From an optimization exercise on the open Yosys and OpenROAD flow, aimed at small area and few clock cycles; shortcuts taken in it are not production practice.
The RTL was checked by simulation tests, not by an equivalence proof against the original design.

### flow/run.sh
#!/bin/bash
# synth_recipe.tcl (not shown) runs the flow's synth.tcl, then flattens the netlist and writes it again
# the make line also repeats each setting of config.mk as NAME=value (left out here)
make -C /OpenROAD-flow-scripts/flow DESIGN_CONFIG=/design/flow/config.mk WORK_HOME=/design/flow/orfs CLKGATE_MAP_FILE= SYNTH_SCRIPT=/design/flow/synth_recipe.tcl finish
### flow/config.mk
export PLATFORM = sky130hd
export DESIGN_NAME = axi4s_cordic
export DESIGN_NICKNAME = axi4s_cordic
export VERILOG_FILES = /design/flow/design.v
export SDC_FILE = /design/flow/constraint.sdc
export NUM_CORES = 4
export LEC_CHECK = 0
export CAP_MARGIN = 20
export CORE_MARGIN = 2
export CORE_UTILIZATION = 40
export SLEW_MARGIN = 20
### flow/constraint.sdc
create_clock -name core_clock -period 8.0 [get_ports {clk}]
set_input_delay 1.6000 -clock core_clock [delete_from_list [all_inputs] [get_ports {clk}]]
set_output_delay 1.6000 -clock core_clock [all_outputs]
set_load 0.01 [all_outputs]
### flow/design.v
`timescale 1ns/1ps
`default_nettype none
module axi4s_cordic #(
    parameter MODE = "ROT",       
    parameter integer DW = 12,
    parameter integer PAR = 1,
    parameter integer TDW = ((DW + 7) / 8) * 8
)(
    input  wire clk, resetn,
    input  wire signed [TDW*3*PAR - 1 : 0]  s_axis_tdata,
    input  wire                             s_axis_tlast,
    input  wire                             s_axis_tvalid,
    output wire                             s_axis_tready,
    output logic signed [TDW*3*PAR - 1 : 0] m_axis_tdata,
    output logic                            m_axis_tlast,
    output logic                            m_axis_tvalid,
    input  wire                             m_axis_tready
);
    function automatic [12:0] addsub13(input [12:0] a, input [12:0] b, input sub);
        logic c;
        logic bb;
        begin
            c = sub;
            for (int k = 0; k < 13; k++) begin
                bb = b[k] ^ sub;
                addsub13[k] = a[k] ^ bb ^ c;
                c = (a[k] & bb) | (c & (a[k] ^ bb));
            end
        end
    endfunction
    function automatic [12:0] addsub13bk(input [12:0] a, input [12:0] b, input sub);
        logic [13:0] g, p, G, P;
        logic [12:0] bb;
        begin
            bb = b ^ {13{sub}};
            g = {a & bb, sub};
            p = {a ^ bb, 1'b0};
            G = g; P = p;
            for (int l = 1; l < 14; l = l * 2)
                for (int k = 2 * l - 1; k < 14; k += 2 * l) begin
                    G[k] = G[k] | (P[k] & G[k - l]);
                    P[k] = P[k] & P[k - l];
                end
            for (int l = 4; l >= 1; l = l / 2)
                for (int k = 3 * l - 1; k < 14; k += 2 * l) begin
                    G[k] = G[k] | (P[k] & G[k - l]);
                    P[k] = P[k] & P[k - l];
                end
            addsub13bk = p[13:1] ^ G[12:0];
        end
    endfunction
    function automatic [12:0] step0(input [12:0] a, input [12:0] b, input sub);
        logic [12:0] bs;
        logic c, k, sb;
        begin
            bs = b >>> 0;
            c = sub;
            for (int j = 0; j < 13; j++) begin
                bs[j] = b[j + 0] ^ sub;
                step0[j] = a[j] ^ bs[j] ^ c;
                c = (a[j] & bs[j]) | (c & (a[j] ^ bs[j]));
            end
        end
    endfunction
    function automatic [12:0] step1(input [12:0] a, input [12:0] b, input sub);
        logic [12:0] bs;
        logic c, k, sb;
        begin
            bs = b >>> 0;
            c = sub;
            for (int j = 0; j < 13; j++) begin
                bs[j] = ((j + 1 < 13) ? b[j + 1] : b[12]) ^ sub;
                step1[j] = a[j] ^ bs[j] ^ c;
                c = (a[j] & bs[j]) | (c & (a[j] ^ bs[j]));
            end
        end
    endfunction
    function automatic [12:0] step2(input [12:0] a, input [12:0] b, input sub);
        logic [12:0] bs;
        logic c, k, sb;
        begin
            bs = b >>> 0;
            c = sub;
            for (int j = 0; j < 11; j++) begin
                bs[j] = b[j + 2] ^ sub;
                step2[j] = a[j] ^ bs[j] ^ c;
                c = (a[j] & bs[j]) | (c & (a[j] ^ bs[j]));
            end
            sb = b[12] ^ sub;
            k = c ^ sb;
            for (int j = 11; j < 13; j++) begin
                step2[j] = a[j] ^ k;
                k = k & (a[j] ^ sb);
            end
        end
    endfunction
    function automatic [12:0] step3(input [12:0] a, input [12:0] b, input sub);
        logic [12:0] bs;
        logic c, k, sb;
        begin
            bs = b >>> 0;
            c = sub;
            for (int j = 0; j < 10; j++) begin
                bs[j] = b[j + 3] ^ sub;
                step3[j] = a[j] ^ bs[j] ^ c;
                c = (a[j] & bs[j]) | (c & (a[j] ^ bs[j]));
            end
            sb = b[12] ^ sub;
            k = c ^ sb;
            for (int j = 10; j < 13; j++) begin
                step3[j] = a[j] ^ k;
                k = k & (a[j] ^ sb);
            end
        end
    endfunction
    function automatic [12:0] step4(input [12:0] a, input [12:0] b, input sub);
        logic [12:0] bs;
        logic c, k, sb;
        begin
            bs = b >>> 0;
            c = sub;
            for (int j = 0; j < 9; j++) begin
                bs[j] = b[j + 4] ^ sub;
                step4[j] = a[j] ^ bs[j] ^ c;
                c = (a[j] & bs[j]) | (c & (a[j] ^ bs[j]));
            end
            sb = b[12] ^ sub;
            k = c ^ sb;
            for (int j = 9; j < 13; j++) begin
                step4[j] = a[j] ^ k;
                k = k & (a[j] ^ sb);
            end
        end
    endfunction
    function automatic [12:0] step5(input [12:0] a, input [12:0] b, input sub);
        logic [12:0] bs;
        logic c, k, sb;
        begin
            bs = b >>> 0;
            c = sub;
            for (int j = 0; j < 8; j++) begin
                bs[j] = b[j + 5] ^ sub;
                step5[j] = a[j] ^ bs[j] ^ c;
                c = (a[j] & bs[j]) | (c & (a[j] ^ bs[j]));
            end
            sb = b[12] ^ sub;
            k = c ^ sb;
            for (int j = 8; j < 13; j++) begin
                step5[j] = a[j] ^ k;
                k = k & (a[j] ^ sb);
            end
        end
    endfunction
    function automatic [12:0] step6(input [12:0] a, input [12:0] b, input sub);
        logic [12:0] bs;
        logic c, k, sb;
        begin
            bs = b >>> 0;
            c = sub;
            for (int j = 0; j < 7; j++) begin
                bs[j] = b[j + 6] ^ sub;
                step6[j] = a[j] ^ bs[j] ^ c;
                c = (a[j] & bs[j]) | (c & (a[j] ^ bs[j]));
            end
            sb = b[12] ^ sub;
            k = c ^ sb;
            for (int j = 7; j < 13; j++) begin
                step6[j] = a[j] ^ k;
                k = k & (a[j] ^ sb);
            end
        end
    endfunction
    function automatic [12:0] step7(input [12:0] a, input [12:0] b, input sub);
        logic [12:0] bs;
        logic c, k, sb;
        begin
            bs = b >>> 0;
            c = sub;
            for (int j = 0; j < 6; j++) begin
                bs[j] = b[j + 7] ^ sub;
                step7[j] = a[j] ^ bs[j] ^ c;
                c = (a[j] & bs[j]) | (c & (a[j] ^ bs[j]));
            end
            sb = b[12] ^ sub;
            k = c ^ sb;
            for (int j = 6; j < 13; j++) begin
                step7[j] = a[j] ^ k;
                k = k & (a[j] ^ sb);
            end
        end
    endfunction
    function automatic [12:0] step8(input [12:0] a, input [12:0] b, input sub);
        logic [12:0] bs;
        logic c, k, sb;
        begin
            bs = b >>> 0;
            c = sub;
            for (int j = 0; j < 5; j++) begin
                bs[j] = b[j + 8] ^ sub;
                step8[j] = a[j] ^ bs[j] ^ c;
                c = (a[j] & bs[j]) | (c & (a[j] ^ bs[j]));
            end
            sb = b[12] ^ sub;
            k = c ^ sb;
            for (int j = 5; j < 13; j++) begin
                step8[j] = a[j] ^ k;
                k = k & (a[j] ^ sb);
            end
        end
    endfunction
    function automatic [12:0] step9(input [12:0] a, input [12:0] b, input sub);
        logic [12:0] bs;
        logic c, k, sb;
        begin
            bs = b >>> 0;
            c = sub;
            for (int j = 0; j < 4; j++) begin
                bs[j] = b[j + 9] ^ sub;
                step9[j] = a[j] ^ bs[j] ^ c;
                c = (a[j] & bs[j]) | (c & (a[j] ^ bs[j]));
            end
            sb = b[12] ^ sub;
            k = c ^ sb;
            for (int j = 4; j < 13; j++) begin
                step9[j] = a[j] ^ k;
                k = k & (a[j] ^ sb);
            end
        end
    endfunction
    function automatic [12:0] step10(input [12:0] a, input [12:0] b, input sub);
        logic [12:0] bs;
        logic c, k, sb;
        begin
            bs = b >>> 0;
            c = sub;
            for (int j = 0; j < 3; j++) begin
                bs[j] = b[j + 10] ^ sub;
                step10[j] = a[j] ^ bs[j] ^ c;
                c = (a[j] & bs[j]) | (c & (a[j] ^ bs[j]));
            end
            sb = b[12] ^ sub;
            k = c ^ sb;
            for (int j = 3; j < 13; j++) begin
                step10[j] = a[j] ^ k;
                k = k & (a[j] ^ sb);
            end
        end
    endfunction
    function automatic [12:0] step11(input [12:0] a, input [12:0] b, input sub);
        logic [12:0] bs;
        logic c, k, sb;
        begin
            bs = b >>> 0;
            c = sub;
            for (int j = 0; j < 2; j++) begin
                bs[j] = b[j + 11] ^ sub;
                step11[j] = a[j] ^ bs[j] ^ c;
                c = (a[j] & bs[j]) | (c & (a[j] ^ bs[j]));
            end
            sb = b[12] ^ sub;
            k = c ^ sb;
            for (int j = 2; j < 13; j++) begin
                step11[j] = a[j] ^ k;
                k = k & (a[j] ^ sb);
            end
        end
    endfunction
    function automatic [12:0] step12(input [12:0] a, input [12:0] b, input sub);
        logic [12:0] bs;
        logic c, k, sb;
        begin
            bs = b >>> 0;
            c = sub;
            for (int j = 0; j < 1; j++) begin
                bs[j] = b[j + 12] ^ sub;
                step12[j] = a[j] ^ bs[j] ^ c;
                c = (a[j] & bs[j]) | (c & (a[j] ^ bs[j]));
            end
            sb = b[12] ^ sub;
            k = c ^ sb;
            for (int j = 1; j < 13; j++) begin
                step12[j] = a[j] ^ k;
                k = k & (a[j] ^ sb);
            end
        end
    endfunction
    logic [5:0] v;
    logic [5:0] l;
    wire en = ~v[5] | m_axis_tready;
    assign s_axis_tready = en;
    assign m_axis_tvalid = v[5];
    assign m_axis_tlast = l[5];
    always_ff @(posedge clk) begin
        if (!resetn) v <= '0;
        else if (en) v <= {v[4:0], s_axis_tvalid};
    end
    always_ff @(posedge clk) begin
        if (en) l <= {l[4:0], s_axis_tlast};
    end
    wire [11:0] x_in = s_axis_tdata[15:4];
    wire [11:0] y_in = s_axis_tdata[31:20];
    wire [10:0] a_in = s_axis_tdata[46:36];
    wire q_in = s_axis_tdata[47] ^ s_axis_tdata[46];   
    wire signed [12:0] ang0 = {a_in[10], a_in, 1'b0};
    wire signed [11:0] ang0n = ang0[11:0];
    wire signed [12:0] x_q = q_in ? -{x_in[11], x_in} : {x_in[11], x_in};
    wire signed [12:0] y_q = q_in ? -{y_in[11], y_in} : {y_in[11], y_in};
    wire d0 = ang0n > 0;
    wire signed [11:0] ang1 = d0 ? 12'(ang0n - 12'sd1024) : 12'(ang0n + 12'sd1024);
    wire signed [11:0] ang1n = ang1[11:0];
    wire signed [12:0] x_1 = step0(x_q, y_q, d0);
    wire signed [12:0] y_1 = step0(y_q, x_q, ~d0);
    wire d1 = ang1n > 0;
    wire signed [10:0] ang2 = d1 ? 11'(ang1n - 12'sd605) : 11'(ang1n + 12'sd605);
    wire signed [10:0] ang2n = ang2[10:0];
    wire d2 = ang2n > 0;
    wire signed [9:0] ang3 = d2 ? 10'(ang2n - 11'sd319) : 10'(ang2n + 11'sd319);
    wire signed [9:0] ang3n = ang3[9:0];
    logic signed [12:0] x_r0;
    logic signed [12:0] y_r0;
    logic signed [0:0] d1_r0;
    logic signed [0:0] d2_r0;
    logic signed [9:0] ang_r0;
    always_ff @(posedge clk) begin
        if (en) begin
            x_r0 <= x_1;
            y_r0 <= y_1;
            d1_r0 <= d1;
            d2_r0 <= d2;
            ang_r0 <= ang3n;
        end
    end
    wire signed [12:0] x_2 = step1(x_r0, y_r0, d1_r0);
    wire signed [12:0] y_2 = step1(y_r0, x_r0, ~d1_r0);
    wire signed [12:0] x_3 = step2(x_2, y_2, d2_r0);
    wire signed [12:0] y_3 = step2(y_2, x_2, ~d2_r0);
    wire d3 = ang_r0 > 0;
    wire signed [8:0] ang4 = d3 ? 9'(ang_r0 - 10'sd162) : 9'(ang_r0 + 10'sd162);
    wire signed [8:0] ang4n = ang4[8:0];
    wire d4 = ang4n > 0;
    wire signed [7:0] ang5 = d4 ? 8'(ang4n - 9'sd81) : 8'(ang4n + 9'sd81);
    wire signed [7:0] ang5n = ang5[7:0];
    logic signed [12:0] x_r1;
    logic signed [12:0] y_r1;
    logic signed [0:0] d3_r1;
    logic signed [0:0] d4_r1;
    logic signed [7:0] ang_r1;
    always_ff @(posedge clk) begin
        if (en) begin
            x_r1 <= x_3;
            y_r1 <= y_3;
            d3_r1 <= d3;
            d4_r1 <= d4;
            ang_r1 <= ang5n;
        end
    end
    wire signed [12:0] x_4 = step3(x_r1, y_r1, d3_r1);
    wire signed [12:0] y_4 = step3(y_r1, x_r1, ~d3_r1);
    wire signed [12:0] x_5 = step4(x_4, y_4, d4_r1);
    wire signed [12:0] y_5 = step4(y_4, x_4, ~d4_r1);
    wire d5 = ang_r1 > 0;
    wire signed [6:0] ang6 = d5 ? 7'(ang_r1 - 8'sd41) : 7'(ang_r1 + 8'sd41);
    wire signed [6:0] ang6n = ang6[6:0];
    wire d6 = ang6n > 0;
    wire signed [5:0] ang7 = d6 ? 6'(ang6n - 7'sd20) : 6'(ang6n + 7'sd20);
    wire signed [5:0] ang7n = ang7[5:0];
    logic signed [12:0] x_r2;
    logic signed [12:0] y_r2;
    logic signed [0:0] d5_r2;
    logic signed [0:0] d6_r2;
    logic signed [5:0] ang_r2;
    always_ff @(posedge clk) begin
        if (en) begin
            x_r2 <= x_5;
            y_r2 <= y_5;
            d5_r2 <= d5;
            d6_r2 <= d6;
            ang_r2 <= ang7n;
        end
    end
    wire signed [12:0] x_6 = step5(x_r2, y_r2, d5_r2);
    wire signed [12:0] y_6 = step5(y_r2, x_r2, ~d5_r2);
    wire signed [12:0] x_7 = step6(x_6, y_6, d6_r2);
    wire signed [12:0] y_7 = step6(y_6, x_6, ~d6_r2);
    wire d7 = ang_r2 > 0;
    wire signed [4:0] ang8 = d7 ? 5'(ang_r2 - 6'sd10) : 5'(ang_r2 + 6'sd10);
    wire signed [4:0] ang8n = ang8[4:0];
    wire d8 = ang8n > 0;
    wire signed [3:0] ang9 = d8 ? 4'(ang8n - 5'sd5) : 4'(ang8n + 5'sd5);
    wire signed [3:0] ang9n = ang9[3:0];
    logic signed [12:0] x_r3;
    logic signed [12:0] y_r3;
    logic signed [0:0] d7_r3;
    logic signed [0:0] d8_r3;
    logic signed [3:0] ang_r3;
    always_ff @(posedge clk) begin
        if (en) begin
            x_r3 <= x_7;
            y_r3 <= y_7;
            d7_r3 <= d7;
            d8_r3 <= d8;
            ang_r3 <= ang9n;
        end
    end
    wire signed [12:0] x_8 = step7(x_r3, y_r3, d7_r3);
    wire signed [12:0] y_8 = step7(y_r3, x_r3, ~d7_r3);
    wire signed [12:0] x_9 = step8(x_8, y_8, d8_r3);
    wire signed [12:0] y_9 = step8(y_8, x_8, ~d8_r3);
    wire d9 = ang_r3 > 0;
    wire signed [2:0] ang10 = d9 ? 3'(ang_r3 - 4'sd3) : 3'(ang_r3 + 4'sd3);
    wire signed [2:0] ang10n = ang10[2:0];
    wire d10 = ang10n > 0;
    wire signed [1:0] ang11 = d10 ? 2'(ang10n - 3'sd1) : 2'(ang10n + 3'sd1);
    wire signed [1:0] ang11n = ang11[1:0];
    wire d11 = ang11n > 0;
    logic signed [12:0] x_r4;
    logic signed [12:0] y_r4;
    logic signed [0:0] d9_r4;
    logic signed [0:0] d10_r4;
    logic signed [0:0] d11_r4;
    always_ff @(posedge clk) begin
        if (en) begin
            x_r4 <= x_9;
            y_r4 <= y_9;
            d9_r4 <= d9;
            d10_r4 <= d10;
            d11_r4 <= d11;
        end
    end
    wire signed [12:0] x_10 = step9(x_r4, y_r4, d9_r4);
    wire signed [12:0] y_10 = step9(y_r4, x_r4, ~d9_r4);
    wire signed [12:0] x_11 = step10(x_10, y_10, d10_r4);
    wire signed [12:0] y_11 = step10(y_10, x_10, ~d10_r4);
    wire signed [12:0] x_12 = step11(x_11, y_11, d11_r4);
    wire signed [12:0] y_12 = step11(y_11, x_11, ~d11_r4);
    logic signed [12:0] x_r5;
    logic signed [12:0] y_r5;
    always_ff @(posedge clk) begin
        if (en) begin
            x_r5 <= x_12;
            y_r5 <= y_12;
        end
    end
    wire [23:0] x_e = {{11{x_r5[12]}}, x_r5};
    wire [23:0] x_p = (x_e << 11) + (x_e << 9) - (x_e << 6) - (x_e << 3) - x_e;   
    wire [11:0] x_g = x_p[23:12];
    wire [23:0] y_e = {{11{y_r5[12]}}, y_r5};
    wire [23:0] y_p = (y_e << 11) + (y_e << 9) - (y_e << 6) - (y_e << 3) - y_e;   
    wire [11:0] y_g = y_p[23:12];
    assign m_axis_tdata = {12'd0, 4'd0, y_g, 4'd0, x_g, 4'd0};
endmodule
`default_nettype wire
==> results.txt <==
worst register-to-register path: cells and delay by family (launching register included):
family | cells | cell delay, ns
simple gates | 2 | 0.31
mux | 1 | 0.32
fa+ha+maj | 13 | 5.48
xor+xnor | 2 | 0.35
compound gates | 2 | 0.36
flops | 1 | 0.46
registers in the layout (all words and copies together) (netlist names), 3 cells and up:
signal	flops
ang_r0	9
ang_r1	7
ang_r2	5
ang_r3	3
l	6
v	6
x_r0	12
x_r1	13
x_r2	13
x_r3	13
x_r4	13
x_r5	13
y_r0	13
y_r1	13
y_r2	13
y_r3	13
y_r4	13
y_r5	13
cell type report:
type                            count  share of cell area [%]
Clock inverter                     13                   0.456
Tap cell                          688                    3.61
Multi-Input combinational cell   1536                    61.0
Sequential cell                   202                    25.2
Clock buffer                       29                    2.69
Inverter                          171                    2.73
Timing Repair Buffer              115                    4.32
cells in the final DEF (no fill, tap or decap), types with 25 or more instances in the layout:
master and n:
o21ai_0 49, a21oi_1 90, fa_1 215, clkdlybuf4s50_1 67, ha_1 132, clkbuf_16 25
nand2_1 89, nor2_1 104, xnor2_1 281, nor3_1 45, edfxtp_1 196, inv_1 164
buf_4 48, mux2i_1 35, xor2_1 160
timing repair:
action	4_1_cts	5_1_grt
setup buffers	0	2
setup endpoints to repair	0	12
endpoints found under the hold margin	0	0
gates resized for setup	0	17
metal layers:
| metal | vias up | part of all wire (%) | global-route usage [%] | wire length [um] |
|---|---|---|---|---|
| li1 | 6758 | - | - | - |
| met1 | 6685 | 37 | 14.4 | 14400 |
| met2 | 142 | 58 | 29.4 | 22700 |
| met3 | 70 | 2.2 | 1.59 | 872 |
| met4 | 0 | 3.1 | 4.77 | 1230 |
| met5 | - | 0 | 0 | 0 |
kinds of logic after synthesis:
family | count (synthesis) | share of synthesized area, %
xor+xnor | 451 | 18.9
simple gates | 396 | 9.46
fa+ha+maj | 351 | 28.1
compound gates | 262 | 7.93
buf+inv | 245 | 4.86
flops | 202 | 28.0
mux | 52 | 2.65
other cells | 1 | 0.0175
stage by stage:
step                area (um2)  setup TNS (ns)  cells
floorplan                21500               0   1983
global placement         23000         -0.0611   2710
detailed placement       23000         -0.0643   2710
CTS                      23800               0   2752
global route             23900               0   2754
finish                   23900               0   2754
how the worst max path moves through the flow:
| stage | slack [ns] | endpoint | depth (start not counted) |
|---|---|---|---|
| 2_1_floorplan | 0.18 | y_r0[12] | 18 |
| 3_3_place_gp | -0.05 | x_r0[12] | 19 |
| 3_5_place_dp | -0.06 | x_r0[12] | 19 |
| 4_1_cts | 0.12 | y_r5[9] | 32 |
| 5_1_grt | 0.03 | x_r5[12] | 29 |
| 6_report | 0.43 | y_r3[12] | 20 |
==> results.py <==
metrics = {
    "run_status": {
        "outcome": "no timing/DRC/antenna violations",
    },
    "synth": {
        "ys_top_cells_by_count": "xnor2_1, fa_1, edfxtp_1, inv_1, xor2_1",
        "yosys_warnings": 1,
        "yosysSeqAreaShare_pct": 28.0,
        "syn-instance-count": 1960,
        "synth.most_common_cell": "xnor2_1",
        "yosysTopAreaCell": "edfxtp_1",
        "avgSynthCellArea_um2": 10.9,
        "yosys_register_bits": 202,
        "synth_edf_count": 196,
        "synthFlopType": "edfxtp_1",
        "netlist_area_um2": 21500,
        "ys_top_cells_by_area": "edfxtp_1, fa_1, xnor2_1",
        "synth.top_cell.area_share_pct": 27.4,
        "ys_async_sr_fraction_pct": 0,
        "synth_cell_types": 96,
    },
    "drt": {
        "viasPerCell": 4.96,
        "drtIter0Drc": 382,
        "wl_per_cell_um": 14.2,
        "remaining_drc_errors": 0,
        "wl_mm": 39.2,
        "drt_first_pass_iters": 4,
        "vias": 13655,
        "drtAntennaViolNets": 0,
    },
    "setup_path": {
        "rrSetupSlack_ns": 0.43,
        "r2r_start": "x_r2[0]",
        "r2r_cells": 20,
        "crit_type": "reg2reg",
        "crit_slowest_cell": "fa_1",
        "crit_family": "adder cells",
        "r2r-end": "y_r3[12]",
        "crit_chain": "mux2_2, fa_1, fa_1, fa_1, fa_1, fa_1, fa_1, fa_1, xnor2_1, fa_1, fa_1, fa_1, fa_1, fa_1, fa_1, nor3_1, nor2_1, a21oi_2, o21ai_0, xnor2_1",
        "crit_path_end_kind": "flip-flop",
        "cp_max_fo": 4,
        "critPathRequiredTime_ns": 8.26,
        "critPathArrivalTime_ns": 7.83,
        "cpPeakStageDelay_ns": 0.53,
        "crit_buf_inv": 0,
        "crit_top_cell": "fa_1",
        "crit_path_start_kind": "flip-flop",
        "startpoint": "x_r2[0]",
    },
    "timing": {
        "worst_slack_ns": 0.434,
        "hold_ws_ns": 0.418,
        "slew_violations": 0,
        "relSlewSlack_pct": 43.7,
        "setup_viol": 0,
        "tightest_slew_ns": 0.844,
        "fin_crit_sh_pct": 94.6,
        "rsz0062_at_grt": "no",
        "max_freq_ghz": 0.132,
        "hold_viol": 0,
        "post-route-min-period_ns": 7.57,
        "finClkSkew_ns": 0.0162,
    },
    "clock_tree": {
        "path_clk_slew_ns": 0.06,
        "cts_root_buffer": "clkbuf_16",
        "cts_max_path_buffers": 3,
        "cts.sinks": 202,
        "cts_hold_buf": 0,
        "worstSkewPairLatency_ns": 0.53,
        "htreeDepth": 1,
        "cts_tree": "done",
        "cts_made_buffers": 25,
    },
    "final_layout": {
        "multi_input_area_um2": 14600,
        "final_util_pct": 45.2,
        "drive_gt1_share_pct": 7.74,
        "areaGrowthSynthToFinish_pct": 11.2,
        "fin_nets": 2455,
        "layout.area.seq_um2": 6010,
        "diodes": 0,
        "fillers": 4959,
    },
    "die": {
        "die_w_um": 236,
        "dieArea_um2": 55500,
        "boundaryPins": 104,
        "core_um2": 52800,
        "die_h_um": 236,
        "start_util_pct": 40.7,
        "rows": 84,
    },
    "global_route": {
        "grt_max_degree": 68,
        "antenna_found_initial": 0,
        "grt_pass1_vias": 14217,
        "grt_usage_pct": 14.2,
        "grt_pass1_wl_mm": 65.8,
        "grt_overflow_total": 0,
    },
    "run": {
        "maxCapViolCount": 0,
    },
    "worst_hold_path": {
        "hp-class": "reg2reg",
        "min_from": "l[0]",
        "hold_path_end": "l[1]",
        "hold_depth": 0,
    },
    "placed_design": {
        "hpwl_mm": 32.8,
        "place_ws_ns": -0.0602,
        "gp_congestion": 0.824,
        "numPortBuffers": 67,
    },
}
Testbench counts, summed over its fixed seeds: cycles 12,048.

-- separate check: timing with driven ports --
No port has a modelled driver above. Below, the same layout with a new extraction and two added sets of constraints.
Step 1 sets driving cells, clkbuf_16 on the clock port and buf_2 on the other inputs (assumed; they add their load-dependent delay and slew).
Step 2 times the ports against the registers' clock, not the clock port: input delays grow and output delays shrink by t, the midpoint of the rising clock arrivals with the driver on.
Three values: ideal, step 1, step 2; two values: the first two.
t, ns: 0.578
slack for setup (ns): 0.434 / 0.434 / -0.010
worst data-port slew with drivers (ns): 0.04
pins driven straight from the clock port: 1
With both steps, setup timing fails in this run, where it was met with ideal ports. The setup slack of this run moves by 0.000 ns with the drivers and by -0.444 ns with both steps.
